Background: an optimization exercise with open tools, aiming at small area. Do not read the settings as production practice.
Only simulation tests tie the RTL to the original design; equivalence was not proved.
Power figures rest on the tool's default switching activity, not on a simulated workload.

==> flow/design.v <==
`timescale 1ns / 1ns
module flash_driver#(
    parameter                                   BLOCK_SIZE         = 64*1024,
    parameter                                   PAGE_SIZE          = 256   ,
    parameter                                   BLCOK_WIDTH        = $clog2(BLOCK_SIZE)
)
(
    input                                       clk                 ,
    input                                       rst                 ,
    output                                      spi_cs              ,
    output                                      spi_sdo             ,
    input                                       spi_sdi             ,
    input                                       flash_start         ,
    input                                       flash_wr_rd         , 
    input              [BLCOK_WIDTH-1: 0]       flash_length        ,
    input              [23: 0]                  flash_addr          ,
    input              [7: 0]                   flash_wr_data       ,
    output                                      flash_wr_req        ,
    output reg         [7: 0]                   flash_rd_data       ,
    output reg                                  flash_rd_vld        ,
    output                                      flash_busy
);
    localparam [2:0] IDLE   = 3'd7,
                     STAT   = 3'd2,
                     WREN   = 3'd0,
                     BERASE = 3'd1,
                     PP     = 3'd5,
                     RD     = 3'd4,
                     FIN    = 3'd6;
    reg  [2:0]  st;
    reg  [2:0]  nst;
    reg         erased;      
    reg  [2:0]  bcnt;        
    reg  [2:0]  ph;          
    reg  [23:0] a;
    reg  [15:0] len;
    wire s_idle = (st == IDLE);
    wire s_stat = (st == STAT);
    wire s_wren = (st == WREN);
    wire s_ber  = (st == BERASE);
    wire s_pp   = (st == PP);
    wire s_rd   = (st == RD);
    wire s_fin  = (st == FIN);
    wire bit7   = (bcnt == 3'd7);
    wire p0     = (ph == 3'd0);
    wire p3     = (ph == 3'd3);
    wire pdat   = ph[2] & ~ph[1];
    wire pre    = ph[2] & ph[1];
    wire paddr  = ~ph[2] & (ph[1:0] != 2'd0);
    wire p3d    = p3 | pdat;
    reg         eqf;         
    wire eq     = eqf;
    wire pgend  = (a[7:0] == 8'd0);
    assign flash_busy = ~s_idle;
    wire leave = bit7 & ((s_stat & ~p0 & ~spi_sdi) | s_wren | (s_ber & p3)
                         | ((s_pp | s_rd) & p3d & eq) | (s_pp & pdat & pgend));
    always @(*) begin
        case (st)
            STAT:    nst = flash_wr_rd ? RD : WREN;
            WREN:    nst = erased ? PP : BERASE;
            BERASE:  nst = STAT;
            PP:      nst = eq ? FIN : STAT;
            default: nst = FIN;
        endcase
    end
    always @(posedge clk) begin
        if (rst | s_fin)  st <= IDLE;
        else if (s_idle)  begin if (flash_start) st <= STAT; end
        else if (leave)   st <= nst;
    end
    assign spi_cs = s_idle | s_fin | pre;
    always @(posedge clk) begin
        erased <= ~s_idle & (erased | s_ber);
    end
    always @(posedge clk) begin
        if (leave | s_idle | s_fin) begin
            bcnt <= 3'd0;
            ph   <= 3'd6;
        end else if (pre) begin
            bcnt <= 3'd0;
            ph   <= 3'd0;
        end else begin
            bcnt <= bcnt + 3'd1;
            if (bit7 && !ph[2]) ph <= ph + 3'd1;
        end
    end
    wire shift    = paddr & ~s_stat;
    wire rot      = pdat & ~bcnt[2] & (s_pp | s_rd);
    wire       first = (bcnt[1:0] == 2'd0);
    reg        cin;          
    always @(*) begin
        case (bcnt[1:0])
            2'd0: cin = 1'b1;
            2'd1: cin = (a[15:12] == 4'd0);
            2'd2: cin = (a[15:8] == 8'd0);
            default: cin = (a[15:4] == 12'd0);
        endcase
    end
    wire [3:0] sum   = a[3:0] + {3'd0, cin};
    reg  [3:0] lnib;
    always @(*) begin
        case (bcnt[1:0])
            2'd0: lnib = len[3:0];
            2'd1: lnib = len[7:4];
            2'd2: lnib = len[11:8];
            default: lnib = len[15:12];
        endcase
    end
    wire [3:0] cmpv = pdat ? sum[3:0] : 4'd0;
    always @(posedge clk) begin
        if (!bcnt[2]) eqf <= (first | eqf) & (cmpv == lnib);
    end
    always @(posedge clk) begin
        if (flash_start) begin
            a   <= flash_addr;
            len <= flash_length;
        end else begin
            if (shift)    a       <= {a[22:0], a[23] & ~s_rd};
            if (rot)      a[15:0] <= {sum[3:0], a[15:4]};
        end
    end
    always @(posedge clk) begin
        if (s_pp && bit7) flash_rd_data <= flash_wr_data;
        else              flash_rd_data <= {flash_rd_data[6:0], spi_sdi};
    end
    always @(posedge clk) begin
        flash_rd_vld <= s_rd & pdat & bit7;
    end
    assign flash_wr_req = s_pp & (bcnt == 3'd6) & p3d & ~eq & (p3 | ~pgend);
    reg cmd_bit;
    always @(*) begin
        case (st)
            STAT:    cmd_bit = (bcnt == 3'd5) | (bcnt == 3'd7);                     
            WREN:    cmd_bit = (bcnt == 3'd5) | (bcnt == 3'd6);                     
            BERASE:  cmd_bit = (bcnt == 3'd0) | (bcnt == 3'd1) | (bcnt == 3'd3)
                             | (bcnt == 3'd4);                                       
            PP:      cmd_bit = (bcnt == 3'd6);                                       
            RD:      cmd_bit = (bcnt == 3'd6) | (bcnt == 3'd7);                     
            default: cmd_bit = 1'b0;
        endcase
    end
    assign spi_sdo = p0    ? cmd_bit :
                     paddr ? (a[23] & ~s_stat) :
                             (flash_rd_data[7] & s_pp);
endmodule
==> flow/flow/run.sh <==
#!/bin/bash
# Standard synthesis, then the standard layout with:
#  - every combinational cell set to its smallest drive before floorplan (downsize.tcl);
#    repair_design upsizes again where slew or capacitance needs it,
#  - buf_1 port buffers,
#  - clkbuf_4 clock tree without dummy loads.
# Each step's output goes to its own log here.
set -euo pipefail
here=$(pwd)
bash standard.sh synth > synth.log 2>&1
bash standard.sh \
  "PRE_FLOORPLAN_TCL=$here/flow/downsize.tcl" \
  "BUFFER_PORTS_ARGS=-buffer_cell sky130_fd_sc_hd__buf_1" \
  "CTS_ARGS=-repair_clock_nets -dont_use_dummy_load -sink_clustering_enable -buf_list sky130_fd_sc_hd__clkbuf_4" \
  finish > layout.log 2>&1
==> flow/flow/downsize.tcl <==
# Set every combinational cell to the smallest drive strength of its function; the
# flow's repair_design upsizes again wherever slew or capacitance needs it. Registers
# keep the cell synthesis gave them.
set db [ord::get_db]
set block [ord::get_db_block]
set dont_use [expr {[info exists ::env(DONT_USE_CELLS)] ? $::env(DONT_USE_CELLS) : ""}]
proc ds_dont_use {name pats} {
  foreach p $pats { if {[string match $p $name]} { return 1 } }
  return 0
}
set n 0
foreach inst [$block getInsts] {
  set m [[$inst getMaster] getName]
  if {![regexp {^(sky130_fd_sc_hd__[a-z0-9]+)_([0-9]+)$} $m -> base drv]} { continue }
  if {[regexp {df|dl|sdf|conb|tap|fill|decap|clkbuf|clkinv|probe} $base]} { continue }
  foreach d {0 1 2} {
    if {$d >= $drv} { break }
    set cand ${base}_$d
    set nm [$db findMaster $cand]
    if {$nm == "NULL" || [ds_dont_use $cand $dont_use]} { continue }
    replace_cell [$inst getName] $cand
    incr n
    break
  }
}
puts "downsize: $n cells set to a smaller drive"
==> flow/standard.sh <==
#!/bin/bash
# synth_recipe.tcl (not shown) runs the flow's synth.tcl, then flattens the netlist and writes it again
# the make line also repeats each setting of config.mk as NAME=value (left out here)
make -C /OpenROAD-flow-scripts/flow DESIGN_CONFIG=/design/flow/config.mk WORK_HOME=/design/flow/orfs CLKGATE_MAP_FILE= SYNTH_SCRIPT=/design/flow/synth_recipe.tcl "${@:-finish}"
==> flow/config.mk <==
export PLATFORM = sky130hd
export DESIGN_NAME = flash_driver
export DESIGN_NICKNAME = flash_driver
export VERILOG_FILES = /design/flow/design.v
export SDC_FILE = /design/flow/constraint.sdc
export NUM_CORES = 4
export LEC_CHECK = 0
export CAP_MARGIN = 20
export CORE_MARGIN = 2
export CORE_UTILIZATION = 40
export SLEW_MARGIN = 20
==> flow/constraint.sdc <==
create_clock -name core_clock -period 10.0 [get_ports {clk}]
set_input_delay 2.0000 -clock core_clock [delete_from_list [all_inputs] [get_ports {clk}]]
set_output_delay 2.0000 -clock core_clock [all_outputs]
set_load 0.01 [all_outputs]
==> reports/metrics.yaml <==
outcome: "no timing/DRC/antenna violations"
grt_usage_pct: 15.7
r2r_slack_ns: 6.87
hold_viol_final: 0
fp.dieArea_um2: 8080
final_util_pct: 46.5
fin_skew_ns: 0.0130
drc: 0
wire_per_inst_um: 13.9
start_kind: "flip-flop"
power_frac_seq_pct: 62.8
placedInstanceArea_um2: 3290
fmax_mhz: 229
swShare_pct: 26.3
hold_depth: 1
cellPowerDensity_nw_per_um2: 146
clock_latency_ns: 0.41
grt_pass1_wl_mm: 9.98
ys.warnings.count: 1
ir_worst_vdd_uv: 62.1
rows: 31
min-delay-start: "flash_rd_data[6]"
p_int_mw: 0.361
die_h_um: 89.9
clock-sinks: 60
fin_ws_ns: 5.64
finalPower_mw: 0.490
worst_slew_pin_slew_ns: 1.03
clock_power_share_pct: 24.0
fin_nets: 392
fin_area_um2: 3360
drive_gt1_share_pct: 3.98
arrival_ns: 2.36
drv_cap: 0
ios: 66
start_util_pct: 40.9
fin_crit_sh_pct: 43.6
drt-initial-drc-count: 153
die_w_um: 89.9
cts_root_buffer: "clkbuf_4"
grt_max_degree: 60
routed_wirelength_mm: 5.90
antenna_found_initial: 0
antennaDiodeCount: 0
synthCells: 264
setup_viol: 0
firstDrtPassIters: 4
gr-total-overflow: 0
rsz0062_at_grt: "no"
period_minus_slack_ns: 4.36
syn_nets: 327
rr_worst_depth: 7
vias_per_cell: 5.08
drtAntennaViolNets: 0
hpwl_mm: 4.20
cts_resized: 0
vias: 2165
cts_tree: "yes"
ctsHoldBuffers: 0
postCtsSetupBuffers: 0
path_clk_slew_ns: 0.09
critPathKind: "reg2out"
power_switching_mw: 0.129
maxSlewHeadroom_pct: 30.7
slew_violations: 0
power_frac_comb_pct: 13.2
pre_cts_ws_ns: 6.07
ctsLongestPathBuffers: 2
p_leak_nw: 1.17
cts_max_level: 3
final.setup.tns_ns: 0
end_kind: "output pin"
core-area_um2: 7210
grt_pass1_vias: 2081
min_to: "flash_rd_data[7]"
cp.required_ns: 8.00
portBuffers: 65
timing.hold.ws_ns: 0.477
rr_endpoint: "st[2]"
crit_path_max_fanout: 8
regToRegStartpoint: "bcnt[0]"
stdcell_count: 426
place_congestion: 0.851
holdCritPathClass: "reg2reg"
cts_buffers: 9
place_inst: 417
==> final cells by class <==
| type | count | area, um2 |
|---|---|---|
| flip-flops and latches | 60 | 1610 |
| inverters | 13 | 48.8 |
| multi-input cells | 178 | 1250 |
| repair buffers | 67 | 260 |
| fillers | 700 | 3860 |
| well taps | 99 | 124 |
| clock buffers | 9 | 67.6 |
==> worst max path at each step <==
stage | depth (start not counted) | end | startpoint | slack [ns]
6_report | 7 | spi_sdo | bcnt[0] | 5.64
4_1_cts | 7 | spi_sdo | bcnt[0] | 5.62
3_3_place_gp | 7 | spi_sdo | bcnt[0] | 6.13
2_1_floorplan | 7 | spi_sdo | bcnt[0] | 6.50
5_1_grt | 7 | spi_sdo | bcnt[0] | 5.45
3_5_place_dp | 7 | spi_sdo | bcnt[0] | 6.07
==> routing by layer <==
| layer | share of wire [%] | global-route usage (%) |
|---|---|---|
| met1 | 48 | 21.4 |
| met2 | 44 | 23.2 |
| met3 | 7.1 | 5.36 |
| met4 | 1.4 | 5.90 |
| met5 | 0 | 0 |
==> state kept, by name, indices dropped and copies added (netlist names) <==
| register | count |
|---|---|
| flash_rd_data | 8 |
| flash_rd_vld | 1 |
| len | 16 |
| erased | 1 |
| st | 3 |
| a | 24 |
| ph | 3 |
| bcnt | 3 |
| eqf | 1 |
==> power by group through the flow <==
stage / sequential (mW) / clock (mW) / combinational, mW
after CTS: 0.308 / 0.121 / 0.0658
after global routing: 0.311 / 0.133 / 0.0742
final: 0.307 / 0.118 / 0.0645
after detailed placement: 0.313 / 0 / 0.0655
after global placement: 0.313 / 0 / 0.0649
after floorplan: 0.306 / 0 / 0.0459
==> layout by cell type, fill, tap and decap left out, types with 2 or more instances in the layout <==
master     instances
a21oi_1            8
dfxtp_1           19
o211ai_1           2
a222oi_1           4
nor2_1             8
buf_1             64
o2111ai_1          2
buf_4              2
nand2_1           33
o21ai_0           25
xor2_1             2
inv_1             13
mux2_1            17
clkbuf_4           9
and3_1             3
nand3_1            9
edfxtp_1          41
a311oi_1           2
nor4_1             7
xnor2_1            4
nor2b_1            4
ha_1              10
mux2i_1           20
and2_0             2
nand2b_1           2
==> worst max-delay path, cell delays in order, from the launching register on <==
cell and delay [ns]:
dfxtp_1 0.45, ha_1 0.40, ha_1 0.40, nand3_1 0.11, a21oi_1 0.14, a311oi_1 0.07
o21ai_0 0.20, buf_1 0.19

-- static timing again, ports no longer ideal --
No port has a modelled driver above. Below, the same layout with a new extraction and two added sets of constraints.
Step 1, drivers: a clkbuf_16 drives clk and a buf_2 each remaining input, both assumed.
Step 2 moves the port delays by t, midway between the first and last clock arrival at a register: inputs arrive t later, outputs are due t later. That takes back most of the time a late clock gives input paths.
a / b / c = no drivers / after step 1 / after step 2; a / b = the first two.
shift t [ns]: 0.425
slack for setup (ns): 5.641 / 5.614 / 6.039
worst setup path after step 2: register to output
After both steps setup and hold are still met in this run. The setup slack of this run moves by -0.027 ns with the drivers and by +0.398 ns with both steps.
